From an optimization exercise on the open Yosys and OpenROAD flow, aimed at small area; shortcuts taken in it are not production practice.
At most, simulation tests tie the RTL to the original design; equivalence was not proved.
Power is estimated from default activity; no workload was simulated.

==> v6 <==
==> flow/design.v (excerpt) <==
module chen_unsigned_div (clk, rst_n, divide_en, dividend, divisor,
                          divide_error, divide_done, quotient, remainde);
==> flow/config.mk <==
export PLATFORM = sky130hd
export DESIGN_NAME = chen_unsigned_div
export DESIGN_NICKNAME = chen_unsigned_div
export VERILOG_FILES = /design/flow/design.v
export SDC_FILE = /design/flow/constraint.sdc
export NUM_CORES = 4
export LEC_CHECK = 0
export ABC_AREA = 1
export CAP_MARGIN = 20
export CORE_MARGIN = 2
export CORE_UTILIZATION = 50
export CTS_CLUSTER_DIAMETER = 80
export CTS_CLUSTER_SIZE = 25
export SLEW_MARGIN = 20
==> flow/constraint.sdc <==
create_clock -name core_clock -period 5.0 [get_ports {clk}]
set_input_delay 1.0000 -clock core_clock [delete_from_list [all_inputs] [get_ports {clk}]]
set_output_delay 1.0000 -clock core_clock [all_outputs]
set_load 0.01 [all_outputs]
run.sh (not shown) runs the stock make flow with config.mk's settings and CLKGATE_MAP_FILE= SYNTH_SCRIPT=/design/flow/synth_recipe.tcl, a recipe that flattens the netlist after the stock synthesis.
==> v35 (differences from v6) <==
--- a/flow/design.v
+++ b/flow/design.v
@@ -901,23 +901,13 @@
   wire [22:0] b21 = {g21_5_21, g21_z_20, g21_5_19, g21_z_18, g21_5_17, g21_z_16, g21_4_15, g21_z_14, g21_4_13, g21_z_12, g21_4_11, g21_z_10, g21_4_9, g21_z_8, g21_3_7, g21_z_6, g21_3_5, g21_z_4, g21_2_3, g21_z_2, g21_a_1, g21_0[0], 1'b0};
   wire [22:0] s21 = {b21[22], d_5[21:0] ^ b21[21:0]};
   wire q21 = ~s21[22] & ~|d_5[31:22];
   wire [21:0] r22 = t21 ^ ({22{q21}} & s21[21:0]);
   wire [31:0] x22 = {x21[30:0], q21};
-  reg        v_6;
-  reg [31:0] d_6;
-  reg [31:0] x_6;
-  reg [21:0] r_6;
-  always @(posedge clk) begin
-    v_6 <= rst_n & v_5;
-    d_6 <= d_5;
-    x_6 <= x22;
-    r_6 <= r22;
-  end
-  wire [22:0] t22 = {r_6, x_6[31]};
-  wire [22:0] g22_0 = ~t22 & d_6[22:0];
-  wire [22:0] p22_0 = ~t22 | d_6[22:0];
+  wire [22:0] t22 = {r22, x22[31]};
+  wire [22:0] g22_0 = ~t22 & d_5[22:0];
+  wire [22:0] p22_0 = ~t22 | d_5[22:0];
   wire g22_a_1 = g22_0[1] | (p22_0[1] & g22_0[0]);
   wire p22_a_1 = p22_0[1] & p22_0[0];
   wire g22_a_3 = g22_0[3] | (p22_0[3] & g22_0[2]);
   wire p22_a_3 = p22_0[3] & p22_0[2];
   wire g22_a_5 = g22_0[5] | (p22_0[5] & g22_0[4]);
@@ -982,15 +972,25 @@
   wire g22_z_16 = g22_0[16] | (p22_0[16] & g22_4_15);
   wire g22_z_18 = g22_0[18] | (p22_0[18] & g22_5_17);
   wire g22_z_20 = g22_0[20] | (p22_0[20] & g22_5_19);
   wire g22_z_22 = g22_0[22] | (p22_0[22] & g22_5_21);
   wire [23:0] b22 = {g22_z_22, g22_5_21, g22_z_20, g22_5_19, g22_z_18, g22_5_17, g22_z_16, g22_4_15, g22_z_14, g22_4_13, g22_z_12, g22_4_11, g22_z_10, g22_4_9, g22_z_8, g22_3_7, g22_z_6, g22_3_5, g22_z_4, g22_2_3, g22_z_2, g22_a_1, g22_0[0], 1'b0};
-  wire [23:0] s22 = {b22[23], d_6[22:0] ^ b22[22:0]};
-  wire q22 = ~s22[23] & ~|d_6[31:23];
+  wire [23:0] s22 = {b22[23], d_5[22:0] ^ b22[22:0]};
+  wire q22 = ~s22[23] & ~|d_5[31:23];
   wire [22:0] r23 = t22 ^ ({23{q22}} & s22[22:0]);
-  wire [31:0] x23 = {x_6[30:0], q22};
-  wire [23:0] t23 = {r23, x23[31]};
+  wire [31:0] x23 = {x22[30:0], q22};
+  reg        v_6;
+  reg [31:0] d_6;
+  reg [31:0] x_6;
+  reg [22:0] r_6;
+  always @(posedge clk) begin
+    v_6 <= rst_n & v_5;
+    d_6 <= d_5;
+    x_6 <= x23;
+    r_6 <= r23;
+  end
+  wire [23:0] t23 = {r_6, x_6[31]};
   wire [23:0] g23_0 = ~t23 & d_6[23:0];
   wire [23:0] p23_0 = ~t23 | d_6[23:0];
   wire g23_a_1 = g23_0[1] | (p23_0[1] & g23_0[0]);
   wire p23_a_1 = p23_0[1] & p23_0[0];
   wire g23_a_3 = g23_0[3] | (p23_0[3] & g23_0[2]);
@@ -1068,24 +1068,14 @@
   wire g23_z_22 = g23_0[22] | (p23_0[22] & g23_5_21);
   wire [24:0] b23 = {g23_5_23, g23_z_22, g23_5_21, g23_z_20, g23_5_19, g23_z_18, g23_5_17, g23_z_16, g23_4_15, g23_z_14, g23_4_13, g23_z_12, g23_4_11, g23_z_10, g23_4_9, g23_z_8, g23_3_7, g23_z_6, g23_3_5, g23_z_4, g23_2_3, g23_z_2, g23_a_1, g23_0[0], 1'b0};
   wire [24:0] s23 = {b23[24], d_6[23:0] ^ b23[23:0]};
   wire q23 = ~s23[24] & ~|d_6[31:24];
   wire [23:0] r24 = t23 ^ ({24{q23}} & s23[23:0]);
-  wire [31:0] x24 = {x23[30:0], q23};
-  reg        v_7;
-  reg [31:0] d_7;
-  reg [31:0] x_7;
-  reg [23:0] r_7;
-  always @(posedge clk) begin
-    v_7 <= rst_n & v_6;
-    d_7 <= d_6;
-    x_7 <= x24;
-    r_7 <= r24;
-  end
-  wire [24:0] t24 = {r_7, x_7[31]};
-  wire [24:0] g24_0 = ~t24 & d_7[24:0];
-  wire [24:0] p24_0 = ~t24 | d_7[24:0];
+  wire [31:0] x24 = {x_6[30:0], q23};
+  wire [24:0] t24 = {r24, x24[31]};
+  wire [24:0] g24_0 = ~t24 & d_6[24:0];
+  wire [24:0] p24_0 = ~t24 | d_6[24:0];
   wire g24_a_1 = g24_0[1] | (p24_0[1] & g24_0[0]);
   wire p24_a_1 = p24_0[1] & p24_0[0];
   wire g24_a_3 = g24_0[3] | (p24_0[3] & g24_0[2]);
   wire p24_a_3 = p24_0[3] & p24_0[2];
   wire g24_a_5 = g24_0[5] | (p24_0[5] & g24_0[4]);
@@ -1159,17 +1149,17 @@
   wire g24_z_18 = g24_0[18] | (p24_0[18] & g24_5_17);
   wire g24_z_20 = g24_0[20] | (p24_0[20] & g24_5_19);
   wire g24_z_22 = g24_0[22] | (p24_0[22] & g24_5_21);
   wire g24_z_24 = g24_0[24] | (p24_0[24] & g24_5_23);
   wire [25:0] b24 = {g24_z_24, g24_5_23, g24_z_22, g24_5_21, g24_z_20, g24_5_19, g24_z_18, g24_5_17, g24_z_16, g24_4_15, g24_z_14, g24_4_13, g24_z_12, g24_4_11, g24_z_10, g24_4_9, g24_z_8, g24_3_7, g24_z_6, g24_3_5, g24_z_4, g24_2_3, g24_z_2, g24_a_1, g24_0[0], 1'b0};
-  wire [25:0] s24 = {b24[25], d_7[24:0] ^ b24[24:0]};
-  wire q24 = ~s24[25] & ~|d_7[31:25];
+  wire [25:0] s24 = {b24[25], d_6[24:0] ^ b24[24:0]};
+  wire q24 = ~s24[25] & ~|d_6[31:25];
   wire [24:0] r25 = t24 ^ ({25{q24}} & s24[24:0]);
-  wire [31:0] x25 = {x_7[30:0], q24};
+  wire [31:0] x25 = {x24[30:0], q24};
   wire [25:0] t25 = {r25, x25[31]};
-  wire [25:0] g25_0 = ~t25 & d_7[25:0];
-  wire [25:0] p25_0 = ~t25 | d_7[25:0];
+  wire [25:0] g25_0 = ~t25 & d_6[25:0];
+  wire [25:0] p25_0 = ~t25 | d_6[25:0];
   wire g25_a_1 = g25_0[1] | (p25_0[1] & g25_0[0]);
   wire p25_a_1 = p25_0[1] & p25_0[0];
   wire g25_a_3 = g25_0[3] | (p25_0[3] & g25_0[2]);
   wire p25_a_3 = p25_0[3] & p25_0[2];
   wire g25_a_5 = g25_0[5] | (p25_0[5] & g25_0[4]);
@@ -1249,27 +1239,27 @@
   wire g25_z_18 = g25_0[18] | (p25_0[18] & g25_5_17);
   wire g25_z_20 = g25_0[20] | (p25_0[20] & g25_5_19);
   wire g25_z_22 = g25_0[22] | (p25_0[22] & g25_5_21);
   wire g25_z_24 = g25_0[24] | (p25_0[24] & g25_5_23);
   wire [26:0] b25 = {g25_5_25, g25_z_24, g25_5_23, g25_z_22, g25_5_21, g25_z_20, g25_5_19, g25_z_18, g25_5_17, g25_z_16, g25_4_15, g25_z_14, g25_4_13, g25_z_12, g25_4_11, g25_z_10, g25_4_9, g25_z_8, g25_3_7, g25_z_6, g25_3_5, g25_z_4, g25_2_3, g25_z_2, g25_a_1, g25_0[0], 1'b0};
-  wire [26:0] s25 = {b25[26], d_7[25:0] ^ b25[25:0]};
-  wire q25 = ~s25[26] & ~|d_7[31:26];
+  wire [26:0] s25 = {b25[26], d_6[25:0] ^ b25[25:0]};
+  wire q25 = ~s25[26] & ~|d_6[31:26];
   wire [25:0] r26 = t25 ^ ({26{q25}} & s25[25:0]);
   wire [31:0] x26 = {x25[30:0], q25};
-  reg        v_8;
-  reg [31:0] d_8;
-  reg [31:0] x_8;
-  reg [25:0] r_8;
+  reg        v_7;
+  reg [31:0] d_7;
+  reg [31:0] x_7;
+  reg [25:0] r_7;
   always @(posedge clk) begin
-    v_8 <= rst_n & v_7;
-    d_8 <= d_7;
-    x_8 <= x26;
-    r_8 <= r26;
+    v_7 <= rst_n & v_6;
+    d_7 <= d_6;
+    x_7 <= x26;
+    r_7 <= r26;
   end
-  wire [26:0] t26 = {r_8, x_8[31]};
-  wire [26:0] g26_0 = ~t26 & d_8[26:0];
-  wire [26:0] p26_0 = ~t26 | d_8[26:0];
+  wire [26:0] t26 = {r_7, x_7[31]};
+  wire [26:0] g26_0 = ~t26 & d_7[26:0];
+  wire [26:0] p26_0 = ~t26 | d_7[26:0];
   wire g26_a_1 = g26_0[1] | (p26_0[1] & g26_0[0]);
   wire p26_a_1 = p26_0[1] & p26_0[0];
   wire g26_a_3 = g26_0[3] | (p26_0[3] & g26_0[2]);
   wire p26_a_3 = p26_0[3] & p26_0[2];
   wire g26_a_5 = g26_0[5] | (p26_0[5] & g26_0[4]);
@@ -1350,17 +1340,17 @@
   wire g26_z_20 = g26_0[20] | (p26_0[20] & g26_5_19);
   wire g26_z_22 = g26_0[22] | (p26_0[22] & g26_5_21);
   wire g26_z_24 = g26_0[24] | (p26_0[24] & g26_5_23);
   wire g26_z_26 = g26_0[26] | (p26_0[26] & g26_5_25);
   wire [27:0] b26 = {g26_z_26, g26_5_25, g26_z_24, g26_5_23, g26_z_22, g26_5_21, g26_z_20, g26_5_19, g26_z_18, g26_5_17, g26_z_16, g26_4_15, g26_z_14, g26_4_13, g26_z_12, g26_4_11, g26_z_10, g26_4_9, g26_z_8, g26_3_7, g26_z_6, g26_3_5, g26_z_4, g26_2_3, g26_z_2, g26_a_1, g26_0[0], 1'b0};
-  wire [27:0] s26 = {b26[27], d_8[26:0] ^ b26[26:0]};
-  wire q26 = ~s26[27] & ~|d_8[31:27];
+  wire [27:0] s26 = {b26[27], d_7[26:0] ^ b26[26:0]};
+  wire q26 = ~s26[27] & ~|d_7[31:27];
   wire [26:0] r27 = t26 ^ ({27{q26}} & s26[26:0]);
-  wire [31:0] x27 = {x_8[30:0], q26};
+  wire [31:0] x27 = {x_7[30:0], q26};
   wire [27:0] t27 = {r27, x27[31]};
-  wire [27:0] g27_0 = ~t27 & d_8[27:0];
-  wire [27:0] p27_0 = ~t27 | d_8[27:0];
+  wire [27:0] g27_0 = ~t27 & d_7[27:0];
+  wire [27:0] p27_0 = ~t27 | d_7[27:0];
   wire g27_a_1 = g27_0[1] | (p27_0[1] & g27_0[0]);
   wire p27_a_1 = p27_0[1] & p27_0[0];
   wire g27_a_3 = g27_0[3] | (p27_0[3] & g27_0[2]);
   wire p27_a_3 = p27_0[3] & p27_0[2];
   wire g27_a_5 = g27_0[5] | (p27_0[5] & g27_0[4]);
@@ -1449,27 +1439,27 @@
   wire g27_z_20 = g27_0[20] | (p27_0[20] & g27_5_19);
   wire g27_z_22 = g27_0[22] | (p27_0[22] & g27_5_21);
   wire g27_z_24 = g27_0[24] | (p27_0[24] & g27_5_23);
   wire g27_z_26 = g27_0[26] | (p27_0[26] & g27_5_25);
   wire [28:0] b27 = {g27_5_27, g27_z_26, g27_5_25, g27_z_24, g27_5_23, g27_z_22, g27_5_21, g27_z_20, g27_5_19, g27_z_18, g27_5_17, g27_z_16, g27_4_15, g27_z_14, g27_4_13, g27_z_12, g27_4_11, g27_z_10, g27_4_9, g27_z_8, g27_3_7, g27_z_6, g27_3_5, g27_z_4, g27_2_3, g27_z_2, g27_a_1, g27_0[0], 1'b0};
-  wire [28:0] s27 = {b27[28], d_8[27:0] ^ b27[27:0]};
-  wire q27 = ~s27[28] & ~|d_8[31:28];
+  wire [28:0] s27 = {b27[28], d_7[27:0] ^ b27[27:0]};
+  wire q27 = ~s27[28] & ~|d_7[31:28];
   wire [27:0] r28 = t27 ^ ({28{q27}} & s27[27:0]);
   wire [31:0] x28 = {x27[30:0], q27};
-  reg        v_9;
-  reg [31:0] d_9;
-  reg [31:0] x_9;
-  reg [27:0] r_9;
+  reg        v_8;
+  reg [31:0] d_8;
+  reg [31:0] x_8;
+  reg [27:0] r_8;
   always @(posedge clk) begin
-    v_9 <= rst_n & v_8;
-    d_9 <= d_8;
-    x_9 <= x28;
-    r_9 <= r28;
+    v_8 <= rst_n & v_7;
+    d_8 <= d_7;
+    x_8 <= x28;
+    r_8 <= r28;
   end
-  wire [28:0] t28 = {r_9, x_9[31]};
-  wire [28:0] g28_0 = ~t28 & d_9[28:0];
-  wire [28:0] p28_0 = ~t28 | d_9[28:0];
+  wire [28:0] t28 = {r_8, x_8[31]};
+  wire [28:0] g28_0 = ~t28 & d_8[28:0];
+  wire [28:0] p28_0 = ~t28 | d_8[28:0];
   wire g28_a_1 = g28_0[1] | (p28_0[1] & g28_0[0]);
   wire p28_a_1 = p28_0[1] & p28_0[0];
   wire g28_a_3 = g28_0[3] | (p28_0[3] & g28_0[2]);
   wire p28_a_3 = p28_0[3] & p28_0[2];
   wire g28_a_5 = g28_0[5] | (p28_0[5] & g28_0[4]);
@@ -1559,17 +1549,17 @@
   wire g28_z_22 = g28_0[22] | (p28_0[22] & g28_5_21);
   wire g28_z_24 = g28_0[24] | (p28_0[24] & g28_5_23);
   wire g28_z_26 = g28_0[26] | (p28_0[26] & g28_5_25);
   wire g28_z_28 = g28_0[28] | (p28_0[28] & g28_5_27);
   wire [29:0] b28 = {g28_z_28, g28_5_27, g28_z_26, g28_5_25, g28_z_24, g28_5_23, g28_z_22, g28_5_21, g28_z_20, g28_5_19, g28_z_18, g28_5_17, g28_z_16, g28_4_15, g28_z_14, g28_4_13, g28_z_12, g28_4_11, g28_z_10, g28_4_9, g28_z_8, g28_3_7, g28_z_6, g28_3_5, g28_z_4, g28_2_3, g28_z_2, g28_a_1, g28_0[0], 1'b0};
-  wire [29:0] s28 = {b28[29], d_9[28:0] ^ b28[28:0]};
-  wire q28 = ~s28[29] & ~|d_9[31:29];
+  wire [29:0] s28 = {b28[29], d_8[28:0] ^ b28[28:0]};
+  wire q28 = ~s28[29] & ~|d_8[31:29];
   wire [28:0] r29 = t28 ^ ({29{q28}} & s28[28:0]);
-  wire [31:0] x29 = {x_9[30:0], q28};
+  wire [31:0] x29 = {x_8[30:0], q28};
   wire [29:0] t29 = {r29, x29[31]};
-  wire [29:0] g29_0 = ~t29 & d_9[29:0];
-  wire [29:0] p29_0 = ~t29 | d_9[29:0];
+  wire [29:0] g29_0 = ~t29 & d_8[29:0];
+  wire [29:0] p29_0 = ~t29 | d_8[29:0];
   wire g29_a_1 = g29_0[1] | (p29_0[1] & g29_0[0]);
   wire p29_a_1 = p29_0[1] & p29_0[0];
   wire g29_a_3 = g29_0[3] | (p29_0[3] & g29_0[2]);
   wire p29_a_3 = p29_0[3] & p29_0[2];
   wire g29_a_5 = g29_0[5] | (p29_0[5] & g29_0[4]);
@@ -1667,27 +1657,27 @@
   wire g29_z_22 = g29_0[22] | (p29_0[22] & g29_5_21);
   wire g29_z_24 = g29_0[24] | (p29_0[24] & g29_5_23);
   wire g29_z_26 = g29_0[26] | (p29_0[26] & g29_5_25);
   wire g29_z_28 = g29_0[28] | (p29_0[28] & g29_5_27);
   wire [30:0] b29 = {g29_5_29, g29_z_28, g29_5_27, g29_z_26, g29_5_25, g29_z_24, g29_5_23, g29_z_22, g29_5_21, g29_z_20, g29_5_19, g29_z_18, g29_5_17, g29_z_16, g29_4_15, g29_z_14, g29_4_13, g29_z_12, g29_4_11, g29_z_10, g29_4_9, g29_z_8, g29_3_7, g29_z_6, g29_3_5, g29_z_4, g29_2_3, g29_z_2, g29_a_1, g29_0[0], 1'b0};
-  wire [30:0] s29 = {b29[30], d_9[29:0] ^ b29[29:0]};
-  wire q29 = ~s29[30] & ~|d_9[31:30];
+  wire [30:0] s29 = {b29[30], d_8[29:0] ^ b29[29:0]};
+  wire q29 = ~s29[30] & ~|d_8[31:30];
   wire [29:0] r30 = t29 ^ ({30{q29}} & s29[29:0]);
   wire [31:0] x30 = {x29[30:0], q29};
-  reg        v_10;
-  reg [31:0] d_10;
-  reg [31:0] x_10;
-  reg [29:0] r_10;
+  reg        v_9;
+  reg [31:0] d_9;
+  reg [31:0] x_9;
+  reg [29:0] r_9;
   always @(posedge clk) begin
-    v_10 <= rst_n & v_9;
-    d_10 <= d_9;
-    x_10 <= x30;
-    r_10 <= r30;
+    v_9 <= rst_n & v_8;
+    d_9 <= d_8;
+    x_9 <= x30;
+    r_9 <= r30;
   end
-  wire [30:0] t30 = {r_10, x_10[31]};
-  wire [30:0] g30_0 = ~t30 & d_10[30:0];
-  wire [30:0] p30_0 = ~t30 | d_10[30:0];
+  wire [30:0] t30 = {r_9, x_9[31]};
+  wire [30:0] g30_0 = ~t30 & d_9[30:0];
+  wire [30:0] p30_0 = ~t30 | d_9[30:0];
   wire g30_a_1 = g30_0[1] | (p30_0[1] & g30_0[0]);
   wire p30_a_1 = p30_0[1] & p30_0[0];
   wire g30_a_3 = g30_0[3] | (p30_0[3] & g30_0[2]);
   wire p30_a_3 = p30_0[3] & p30_0[2];
   wire g30_a_5 = g30_0[5] | (p30_0[5] & g30_0[4]);
@@ -1786,17 +1776,17 @@
   wire g30_z_24 = g30_0[24] | (p30_0[24] & g30_5_23);
   wire g30_z_26 = g30_0[26] | (p30_0[26] & g30_5_25);
   wire g30_z_28 = g30_0[28] | (p30_0[28] & g30_5_27);
   wire g30_z_30 = g30_0[30] | (p30_0[30] & g30_5_29);
   wire [31:0] b30 = {g30_z_30, g30_5_29, g30_z_28, g30_5_27, g30_z_26, g30_5_25, g30_z_24, g30_5_23, g30_z_22, g30_5_21, g30_z_20, g30_5_19, g30_z_18, g30_5_17, g30_z_16, g30_4_15, g30_z_14, g30_4_13, g30_z_12, g30_4_11, g30_z_10, g30_4_9, g30_z_8, g30_3_7, g30_z_6, g30_3_5, g30_z_4, g30_2_3, g30_z_2, g30_a_1, g30_0[0], 1'b0};
-  wire [31:0] s30 = {b30[31], d_10[30:0] ^ b30[30:0]};
-  wire q30 = ~s30[31] & ~|d_10[31:31];
+  wire [31:0] s30 = {b30[31], d_9[30:0] ^ b30[30:0]};
+  wire q30 = ~s30[31] & ~|d_9[31:31];
   wire [30:0] r31 = t30 ^ ({31{q30}} & s30[30:0]);
-  wire [31:0] x31 = {x_10[30:0], q30};
+  wire [31:0] x31 = {x_9[30:0], q30};
   wire [31:0] t31 = {r31, x31[31]};
-  wire [31:0] g31_0 = ~t31 & d_10[31:0];
-  wire [31:0] p31_0 = ~t31 | d_10[31:0];
+  wire [31:0] g31_0 = ~t31 & d_9[31:0];
+  wire [31:0] p31_0 = ~t31 | d_9[31:0];
   wire g31_a_1 = g31_0[1] | (p31_0[1] & g31_0[0]);
   wire p31_a_1 = p31_0[1] & p31_0[0];
   wire g31_a_3 = g31_0[3] | (p31_0[3] & g31_0[2]);
   wire p31_a_3 = p31_0[3] & p31_0[2];
   wire g31_a_5 = g31_0[5] | (p31_0[5] & g31_0[4]);
@@ -1905,24 +1895,24 @@
   wire g31_z_24 = g31_0[24] | (p31_0[24] & g31_5_23);
   wire g31_z_26 = g31_0[26] | (p31_0[26] & g31_5_25);
   wire g31_z_28 = g31_0[28] | (p31_0[28] & g31_5_27);
   wire g31_z_30 = g31_0[30] | (p31_0[30] & g31_5_29);
   wire [32:0] b31 = {g31_5_31, g31_z_30, g31_5_29, g31_z_28, g31_5_27, g31_z_26, g31_5_25, g31_z_24, g31_5_23, g31_z_22, g31_5_21, g31_z_20, g31_5_19, g31_z_18, g31_5_17, g31_z_16, g31_4_15, g31_z_14, g31_4_13, g31_z_12, g31_4_11, g31_z_10, g31_4_9, g31_z_8, g31_3_7, g31_z_6, g31_3_5, g31_z_4, g31_2_3, g31_z_2, g31_a_1, g31_0[0], 1'b0};
-  wire [32:0] s31 = {b31[32], d_10[31:0] ^ b31[31:0]};
+  wire [32:0] s31 = {b31[32], d_9[31:0] ^ b31[31:0]};
   wire q31 = ~s31[32];
   wire [31:0] r32 = t31 ^ ({32{q31}} & s31[31:0]);
   wire [31:0] x32 = {x31[30:0], q31};
-  reg        v_11;
-  reg        e_11;
-  reg [31:0] x_11;
-  reg [31:0] r_11;
+  reg        v_10;
+  reg        e_10;
+  reg [31:0] x_10;
+  reg [31:0] r_10;
   always @(posedge clk) begin
-    v_11 <= rst_n & v_10;
-    e_11 <= ~|d_10;
-    x_11 <= x32;
-    r_11 <= r32;
+    v_10 <= rst_n & v_9;
+    e_10 <= ~|d_9;
+    x_10 <= x32;
+    r_10 <= r32;
   end
-  assign divide_done  = v_11;
-  assign divide_error = v_11 & e_11;
-  assign quotient     = x_11;
-  assign remainde     = r_11;
+  assign divide_done  = v_10;
+  assign divide_error = v_10 & e_10;
+  assign quotient     = x_10;
+  assign remainde     = r_10;
 endmodule
Settings changed: GPL_TIMING_DRIVEN set to 0.
==> qor summary <==
item                                                                      v35              v6
Outcome                                                        finished clean  finished clean
Netlist Area Pre-Place                                             48900 um^2      50300 um^2
Via count of the first global-routing pass                              42162           40949
Cell internal power dissipation                                      11400 uW        12100 uW
Number of ordinary and repair buffers in the finished layout              369             423
Area share of buffers outside the clock network                         6.45%           6.61%
Timing endpoint of the critical path                          r_7[19]$_DFF_P_  r_4[7]$_DFF_P_
Area used by sequential logic in the layout                        18100 um^2      19700 um^2
Buffer count from post-CTS setup fixing                                    32               0
Proportion of cell area occupied by multi-input gates                   48.8%           45.9%
Final worst path period share                                           94.8%           91.3%
Area share of the largest cell type after synthesis                     36.8%           39.2%
Clock group                                                           4990 uW         5070 uW
Bufs and invs on worst path                                                 7               3
Worst slew margin relative to its limit                                 24.1%           55.4%
Number of non-filler instances in the completed layout                   9111            9154
For v35, only the layout was checked, not whether the RTL still works.

==> port drivers added, routing unchanged <==
How much do the figures lean on ideal ports? The routed layouts below were timed once more, with nothing changed but the port constraints. Step 1, drivers: a clkbuf_16 drives clk and a buf_2 each remaining input, both assumed. Step 2 moves the port delays by t, midway between the first and last clock arrival at a register: inputs arrive t later, outputs are due t later. That takes back most of the time a late clock gives input paths. a / b / c = ideal ports / drivers / drivers and shift; a / b = the first two.
run | shift t [ns] | setup WS [ns] | worst setup path after step 2 | worst register clock-pin slew, ns
v6 | 0.754 | 0.434 / 0.434 / -0.141 | input to register | 0.09 / 0.09
v35 | 0.741 | 0.261 / 0.261 / -0.384 | input to register | 0.09 / 0.09
With both steps, setup timing fails in v6 and v35, where it was met with ideal ports. For v35, which loses most, drivers alone change the setup slack by 0.000 ns; drivers and shift together by -0.645 ns.
